What follows belongs to an exercise in optimizing a design on an open flow for small area; a production flow would make more cautious choices. Where RTL was checked, it was by simulation tests only, not by an equivalence proof against the original.

## fast
module fast #(
   parameter PIXEL_DEPTH = 8,
   parameter KERNEL_SIZE = 7,
   parameter PPC = 1
) (
   input bit clk,
   input bit rst_n,
   input logic [391:0] in_data,
   output logic [12:0] out_pixel
);
For scale: ~410 I/O pins, ~0.0070 mm2 of cells after synthesis.
Settings: LEC_CHECK=0, CAP_MARGIN=40, CORE_MARGIN=2, CORE_UTILIZATION=40, CTS_BUF_LIST=sky130_fd_sc_hd__clkbuf_4, GPL_TIMING_DRIVEN=0, SLEW_MARGIN=40, SYNTH_HIERARCHICAL=1, BUFFER_PORTS_ARGS=-buffer_cell sky130_fd_sc_hd__buf_1, REMOVE_ABC_BUFFERS=1; clock period 12.0 ns.
standard.sh (not shown) runs the stock make flow with config.mk's settings and CLKGATE_MAP_FILE= SYNTH_SCRIPT=/design/flow/synth_recipe.tcl, a recipe that flattens the netlist after the stock synthesis.
==> flow/flow/run.sh <==
#!/bin/bash
set -euo pipefail
cat >> config.mk <<'EOT'
export BUFFER_PORTS_ARGS = -buffer_cell sky130_fd_sc_hd__buf_1
export REMOVE_ABC_BUFFERS = 1
EOT
RES=orfs/results/$FLOW_PLATFORM/fast/base
bash standard.sh synth > flow_synth.log 2>&1
cp $RES/1_2_yosys.v flow_synth_netlist.v
python3 flow/downsize.py $FLOW_HOME/platforms/$FLOW_PLATFORM/lib/sky130_fd_sc_hd__tt_025C_1v80.lib $RES/1_2_yosys.v > flow_downsize.log 2>&1
touch $RES/1_2_yosys.v
bash standard.sh > flow_make.log 2>&1
==> flow/flow/downsize.py <==
#!/usr/bin/env python3
"""Set every combinational cell of the synthesized netlist to the smallest
variant of its cell family (same function and pins, e.g. a21oi_2 -> a21oi_1).
The layout flow's own repair then upsizes only where timing, slew or load need
it. Flip-flops and don't-use cells are left alone. Usage: downsize.py LIB NETLIST"""
import re, sys

lib_path, net_path = sys.argv[1], sys.argv[2]
lib = open(lib_path).read()

area, pins, dontuse = {}, {}, set()
for m in re.finditer(r'cell \("(sky130_fd_sc_hd__\w+)"\)\s*\{', lib):
    name = m.group(1)
    end = lib.find('\n    cell (', m.end())
    blk = lib[m.end(): end if end > 0 else len(lib)]
    a = re.search(r'\barea\s*:\s*([\d.]+)', blk)
    if a:
        area[name] = float(a.group(1))
    pins[name] = tuple(sorted(re.findall(r'pin \("(\w+)"\)', blk)))
    if re.search(r'dont_use\s*:\s*true', blk):
        dontuse.add(name)

fam = {}
for name in area:
    m = re.match(r'(sky130_fd_sc_hd__\w+?)_(\d+)$', name)
    if m:
        fam.setdefault((m.group(1), pins[name]), []).append(name)

def smallest(cell):
    m = re.match(r'(sky130_fd_sc_hd__\w+?)_(\d+)$', cell)
    if not m or cell not in area:
        return cell
    base = m.group(1)
    if re.search(r'__(df|dl|sdf|edf|conb|clk|tap|fill|decap|diode)', cell):
        return cell
    cands = [c for c in fam.get((base, pins[cell]), []) if c not in dontuse]
    if not cands:
        return cell
    return min(cands, key=lambda c: (area[c], int(c.rsplit('_', 1)[1])))

net = open(net_path).read()
count = 0
def sub(m):
    global count
    new = smallest(m.group(1))
    if new != m.group(1):
        count += 1
    return new + m.group(2)
net = re.sub(r'\b(sky130_fd_sc_hd__\w+)(\s+\S+\s*\()', sub, net)
open(net_path, 'w').write(net)
print(f"downsize.py: {count} cells set to their smallest variant")
The baseline finished with timing, DRC and antenna clean.
Rerun with:
--- a/flow/design.v
+++ b/flow/design.v
@@ -1,17 +1,13 @@
-module fast #(
-   parameter PIXEL_DEPTH = 8,
-   parameter KERNEL_SIZE = 7,
-   parameter PPC = 1
-) (
+module fast (
    input bit clk,
    input bit rst_n,
    input logic [391:0] in_data,
    output logic [12:0] out_pixel
 );
 wire nc0;
 wire nc1;
 wire nc2;
 wire nc3;
 wire nc4;
 wire nc5;
 wire nc6;
Result:
- The new run finished with timing, DRC and antenna clean
- via count stays flat
- cell area is about the same
- synthesized cell count stays the same
- utilization barely changes
- clock-buffer cell count does not change
- sequential cell count is unchanged
- worst setup slack got worse by 57 ps


Another version of the RTL of fast (not shown whole).
For scale: roughly 540 cells after synthesis, ~410 I/O pins, ~7200 um2 of cells after synthesis.
clock: 12.0 ns
lec_check: 0
cap_margin: 40
core_margin: 2
core_utilization: 40
cts_buf_list: sky130_fd_sc_hd__clkbuf_4
slew_margin: 40
synth_hierarchical: 1
buffer_ports_args: -buffer_cell sky130_fd_sc_hd__buf_1
==> flow/flow/run.sh <==
#!/bin/bash
set -euo pipefail
cat >> config.mk <<'EOT'
export BUFFER_PORTS_ARGS = -buffer_cell sky130_fd_sc_hd__buf_1
EOT
bash standard.sh > flow_make.log 2>&1
The starting point went through all stages and came out clean.
Rerun with:
--- a/flow/design.v
+++ b/flow/design.v
@@ -698,18 +698,21 @@
 wire s691;
 wire c692;
 wire s693;
 wire c694;
 wire s695;
 wire c696;
 wire s697;
-wire s698;
+wire c698;
 wire s699;
 wire s700;
 wire s701;
+wire s702;
+wire s703;
+wire s704;
 assign nc0 = ~in_data[192];
 assign nc1 = ~in_data[193];
 assign nc2 = ~in_data[194];
 assign nc3 = ~in_data[195];
 assign nc4 = ~in_data[196];
 assign nc5 = ~in_data[197];
 assign nc6 = ~in_data[198];
@@ -1135,30 +1138,32 @@
 ha_cell u_s668 (.a(s418), .b(s420), .s(s668), .co(c669));
 fa_cell u_s670 (.a(c669), .b(s456), .c(s458), .s(s670), .co(c671));
 fa_cell u_s672 (.a(s490), .b(c671), .c(s492), .s(s672), .co(c673));
 fa_cell u_s674 (.a(s522), .b(c673), .c(s524), .s(s674), .co(c675));
 fa_cell u_s676 (.a(s552), .b(s554), .c(c675), .s(s676), .co(c677));
 fa_cell u_s678 (.a(s582), .b(s584), .c(c677), .s(s678), .co(c679));
 fa_cell u_s680 (.a(s612), .b(s614), .c(c679), .s(s680), .co(c681));
-fa_cell u_s682 (.a(c615), .b(s644), .c(c681), .s(s682), .co(c683));
-ha_cell u_s684 (.a(c645), .b(s658), .s(s684), .co(c685));
+ha_cell u_s682 (.a(c615), .b(s644), .s(s682), .co(c683));
+fa_cell u_s684 (.a(c645), .b(s658), .c(c683), .s(s684), .co(c685));
 fa_cell u_s686 (.a(c659), .b(s664), .c(c685), .s(s686), .co(c687));
 fa_cell u_s688 (.a(c665), .b(s666), .c(c687), .s(s688), .co(c689));
 assign s690 = c667 ^ c689;
-assign s691 = ~(c645 ^ s658);
-assign c692 = c645 | s658;
-fa_cell u_s693 (.a(c659), .b(s664), .c(c692), .s(s693), .co(c694));
-fa_cell u_s695 (.a(c665), .b(s666), .c(c694), .s(s695), .co(c696));
-assign s697 = c667 ^ c696;
-assign s698 = c683 ? s691 : s684;
-assign s699 = c683 ? s693 : s686;
-assign s700 = c683 ? s695 : s688;
-assign s701 = c683 ? s697 : s690;
+assign s691 = ~(c615 ^ s644);
+assign c692 = c615 | s644;
+fa_cell u_s693 (.a(c645), .b(s658), .c(c692), .s(s693), .co(c694));
+fa_cell u_s695 (.a(c659), .b(s664), .c(c694), .s(s695), .co(c696));
+fa_cell u_s697 (.a(c665), .b(s666), .c(c696), .s(s697), .co(c698));
+assign s699 = c667 ^ c698;
+assign s700 = c681 ? s691 : s682;
+assign s701 = c681 ? s693 : s684;
+assign s702 = c681 ? s695 : s686;
+assign s703 = c681 ? s697 : s688;
+assign s704 = c681 ? s699 : s690;
 wire [15:0] B = {c398, c373, c348, c323, c298, c273, c248, c223, c198, c173, c148, c123, c98, c73, c48, c23};
-wire [11:0] S = {s701, s700, s699, s698, s682, s680, s678, s676, s674, s672, s670, s668};
+wire [11:0] S = {s704, s703, s702, s701, s700, s680, s678, s676, s674, s672, s670, s668};
 wire is_corner;
 corner_cell u_corner (.b(B), .y(is_corner));
 always_ff @(posedge clk) begin
    if (~rst_n) out_pixel <= '0;
    else        out_pixel <= is_corner ? {1'b0, S} : '0;
 end
 endmodule
Wire length fell slightly.
Setup slack improves by 0.14 ns.
Sequential cell count is unchanged.
Worst hold slack degrades by 0.0064 ns.
First-iteration DRC count rose by well over a third.
No functional check of the RTL was part of the second run of this note.

[re-timing with driven ports]
In the flow no input, the clock included, has a driving cell. The finished layouts below were timed again as built, in two steps.
Step 1 (the two cells are an assumption about what drives the block):
set clk [get_ports {clk}]
set_driving_cell -lib_cell sky130_fd_sc_hd__clkbuf_16 $clk
set_driving_cell -lib_cell sky130_fd_sc_hd__buf_2 [delete_from_list [all_inputs] $clk]
Step 2 moves the port delays by t, midway between the first and last clock arrival at a register: inputs arrive t later, outputs are due t later. That takes back most of the time a late clock gives input paths.
a / b / c = ideal / step 1 / step 2; a / b = the first two.
run	t, ns	setup slack, ns	worst register clock-pin slew, ns	cell pins on the clock port's net
the first run of note 1	0.355	0.356 / 0.371 / 0.016	0.12 / 0.12	1
the second run of note 1	0.343	0.299 / 0.312 / -0.031	0.12 / 0.12	1
the first run of note 2	0.337	0.782 / 0.792 / 0.455	0.11 / 0.11	1
the second run of note 2	0.341	0.918 / 0.929 / 0.589	0.10 / 0.10	1
With both steps, setup timing fails in the second run of note 1, where it was met with ideal ports. For the first run of note 1, which loses most, drivers alone change the setup slack by +0.015 ns; drivers and shift together by -0.340 ns.
